From an optimization exercise on the open Yosys and OpenROAD flow, aimed at a short achievable clock period and few clock cycles; shortcuts taken in it are not production practice.
Function was checked by simulation only, so behaviour that the tests miss may differ from the original.
Power is estimated from default activity; no workload was simulated.

==> flow/design.v (excerpt) <==
module CPU (
  input  wire        clk,
  input  wire        rst_n,    
  output wire [31:0] imem_addr,
  input  wire [31:0] imem_rdata,
  output wire [31:0] dmem_addr,
  output wire [31:0] dmem_wdata,
  output wire        dmem_we,
  input  wire [31:0] dmem_rdata
);
For scale: about 8,500 cells after synthesis, ~0.089 sq mm of cells after synthesis.
export LEC_CHECK = 0
export CAP_MARGIN = 20
export CORE_AREA = 5 5 415 415
export DIE_AREA = 0 0 420 420
export GPL_TIMING_DRIVEN = 1
export PLACE_DENSITY = 0.6
export SLEW_MARGIN = 20
export SYNTH_HIERARCHICAL = 1
export SYNTH_MINIMUM_KEEP_SIZE = 0
create_clock -name core_clock -period 12.0 [get_ports {clk}]
standard.sh (not shown) runs the stock make flow with config.mk's settings and CLKGATE_MAP_FILE= SYNTH_SCRIPT=/design/flow/synth_recipe.tcl, a recipe that flattens the netlist after the stock synthesis.
==> flow/flow/run.sh <==
#!/bin/bash
set -euo pipefail
cd "$(dirname "$0")/.."
bash standard.sh SETUP_SLACK_MARGIN=8.6 finish > flow_make.log 2>&1
Testbench counts at the start, summed over its fixed seeds: cycles 31,370.
Next try:
--- a/flow/design.v
+++ b/flow/design.v
@@ -123,22 +123,20 @@
 reg  [31:0] pc_f;
 reg  [31:0] pc_o;                      
 reg         v_d;
 reg  [31:0] ir_d;
 reg  [31:0] pc_d;
 reg  [31:0] s1l_d, s1h_d, s2l_d, s2h_d;
+reg         fe1_d, fe2_d, le1_d, le2_d;
 reg         v_e;
 reg  [31:0] a_e, b_e, imm_e, tgt_e;
 reg  [4:0]  rd_e;
 reg         ld_e, st_e, br_e, wr_e;    
 reg  [1:0]  op_e;                      
 reg         wfwd_e;                    
 reg         lf1_e, lf2_e;              
-reg         lsa_e;                     
-reg         lsa_m, lsub_m, lpa_m;      
-reg  [31:0] oth_m;                     
 reg  [31:0] addr_m, wdata_m, res_m;
 reg         we_m, ld_m, wr_m;
 reg  [4:0]  rd_m;
 reg  [31:0] val_w;
 reg         wr_w;
 reg  [4:0]  rd_w;
@@ -163,15 +161,12 @@
 wire [3:0]  f_d    = {ir_d[30], ir_d[14:12]};
 wire [1:0]  aop_d  = (f_d == 4'b1000) ? 2'd1 :
                      (f_d == 4'b0111) ? 2'd2 :
                      (f_d == 4'b0110) ? 2'd3 : 2'd0;
 wire        use1_d = 1'b1;
 wire        use2_d = isal_d || cbr_d;
-wire        dep1_d = use1_d && le1;
-wire        dep2_d = use2_d && le2;
-wire        lsa_d  = isal_d && !aop_d[1] && (dep1_d ^ dep2_d);
 wire        late_d = isal_d && aop_d[1];
 wire [31:0] al_e  = lf1_e ? dmem_rdata : a_e;
 wire [31:0] bl_e  = lf2_e ? dmem_rdata : b_e;
 wire [31:0] sum_e, dif_e;
 ksh #(.W(32)) sadd (.a(a_e), .b(b_e),  .cin(1'b0), .s(sum_e), .cout());
 ksh #(.W(32)) dsub (.a(a_e), .b(~b_e), .cin(1'b1), .s(dif_e), .cout());
@@ -180,20 +175,17 @@
   case (op_e)
     2'd0: alu_e = sum_e;
     2'd1: alu_e = dif_e;
     2'd2: alu_e = al_e & bl_e;
     default: alu_e = al_e | bl_e;
   endcase
-wire        fe1 = v_e && wr_e && rd_e == rs1_d;
-wire        fe2 = v_e && wr_e && rd_e == rs2_d;
-wire        le1 = v_e && ld_e && rd_e == rs1_d;
-wire        le2 = v_e && ld_e && rd_e == rs2_d;
-wire [31:0] lsum_m, ldif_m;
-ksh #(.W(32)) msadd (.a(val_w),                  .b(oth_m),                   .cin(1'b0), .s(lsum_m), .cout());
-ksh #(.W(32)) mssub (.a(lpa_m ? val_w : oth_m), .b(lpa_m ? ~oth_m : ~val_w), .cin(1'b1), .s(ldif_m), .cout());
-wire [31:0] val_m = ld_m ? dmem_rdata : lsa_m ? (lsub_m ? ldif_m : lsum_m) : res_m;
+wire        fe1 = fe1_d;
+wire        fe2 = fe2_d;
+wire        le1 = le1_d;
+wire        le2 = le2_d;
+wire [31:0] val_m = ld_m ? dmem_rdata : res_m;
 wire        fm1 = wr_m && rd_m == rs1_d;
 wire        fm2 = wr_m && rd_m == rs2_d;
 wire        fw1 = wr_w && rd_w == rs1_d;
 wire        fw2 = wr_w && rd_w == rs2_d;
 reg  [31:0] r1_d, r2_d;
 integer k;
@@ -204,13 +196,13 @@
     r1_d = r1_d | (rf[k] & {{16{s1h_d[k]}}, {16{s1l_d[k]}}});
     r2_d = r2_d | (rf[k] & {{16{s2h_d[k]}}, {16{s2l_d[k]}}});
   end
 end
 wire [31:0] op1_d = fe1 ? alu_e : fm1 ? val_m : fw1 ? val_w : r1_d;
 wire [31:0] op2_d = fe2 ? alu_e : fm2 ? val_m : fw2 ? val_w : r2_d;
-wire stall = v_d && ((!late_d && !lsa_d && (dep1_d || dep2_d)) || (lsa_e && (fe1 || fe2)));
+wire stall = v_d && !late_d && ((use1_d && le1) || (use2_d && le2));
 wire [31:0] addr_e;
 ksh #(.W(32)) aadd (.a(a_e), .b(imm_e), .cin(1'b0), .s(addr_e), .cout());
 wire        redir_e = v_e && br_e && (a_e == b_e);
 wire [31:0] s1l_f, s1h_f, s2l_f, s2h_f;
 dec5 d1l (.a(imem_rdata[19:15]), .y(s1l_f));
 dec5 d1h (.a(imem_rdata[19:15]), .y(s1h_f));
@@ -256,30 +248,29 @@
     pc_d <= pc_f;
     s1l_d <= s1l_f;
     s1h_d <= s1h_f;
     s2l_d <= s2l_f;
     s2h_d <= s2h_f;
   end
+  fe1_d  <= !stall && v_d && isal_d && rd_d == imem_rdata[19:15];
+  fe2_d  <= !stall && v_d && isal_d && rd_d == imem_rdata[24:20];
+  le1_d  <= !stall && v_d && isld_d && rd_d == imem_rdata[19:15];
+  le2_d  <= !stall && v_d && isld_d && rd_d == imem_rdata[24:20];
   a_e    <= op1_d;
   b_e    <= op2_d;
   imm_e  <= imm_d;
   tgt_e  <= tgt_d;
   rd_e   <= rd_d;
   ld_e   <= isld_d;
   st_e   <= isst_d;
   br_e   <= cbr_d;
   wr_e   <= isal_d;
   op_e   <= aop_d;
   wfwd_e <= isst_d && le2 && !(use1_d && le1);
-  lf1_e  <= (late_d || lsa_d) && dep1_d;
-  lf2_e  <= late_d && dep2_d;
-  lsa_e  <= lsa_d;
-  lsa_m  <= v_e && lsa_e;
-  lsub_m <= op_e[0];
-  lpa_m  <= lf1_e;
-  oth_m  <= lf1_e ? b_e : a_e;
+  lf1_e  <= late_d && use1_d && le1;
+  lf2_e  <= late_d && use2_d && le2;
   addr_m  <= addr_e;
   wdata_m <= wfwd_e ? dmem_rdata : b_e;
   res_m   <= alu_e;
   ld_m    <= ld_e;
   rd_m    <= rd_e;
   val_w   <= val_m;
=> Worst setup slack degrades by 25 ps; routed wire length drops by roughly a tenth; synthesized cell count drops by roughly a tenth; area after synthesis drops by a little under a tenth; power drops by roughly a tenth; sequential power is about the same; die area stays the same; utilization drops by 6.8 points; via count drops by roughly a tenth.
Testbench counts after the change, summed over its fixed seeds: cycles 31,563.

re-timing with driven ports:
How much do the figures lean on ideal ports? The routed layouts below were timed once more, with nothing changed but the port constraints. Step 1, drivers: a clkbuf_16 drives clk and a buf_2 each remaining input, both assumed. Step 2 adds t to the input delays and takes it off the output delays; t is the mean of the earliest and latest rising clock arrival at the registers after step 1. Input paths then give back, and output paths get back, about the clock's delay inside the block. a / b / c = ideal ports / drivers / drivers and shift; a / b = the first two.
| run | t (ns) | setup WS [ns] | worst slew at a driven data input, ns | pins driven straight from the clock port |
|---|---|---|---|---|
| the first run | 0.938 | 8.180 / 8.092 / 7.438 | 0.06 | 1 |
| the second run | 0.896 | 8.155 / 8.071 / 7.582 | 0.06 | 1 |
After both steps every run listed still meets setup and hold. The setup slack of the first run, which loses most, moves by -0.088 ns with the drivers and by -0.742 ns with both steps.
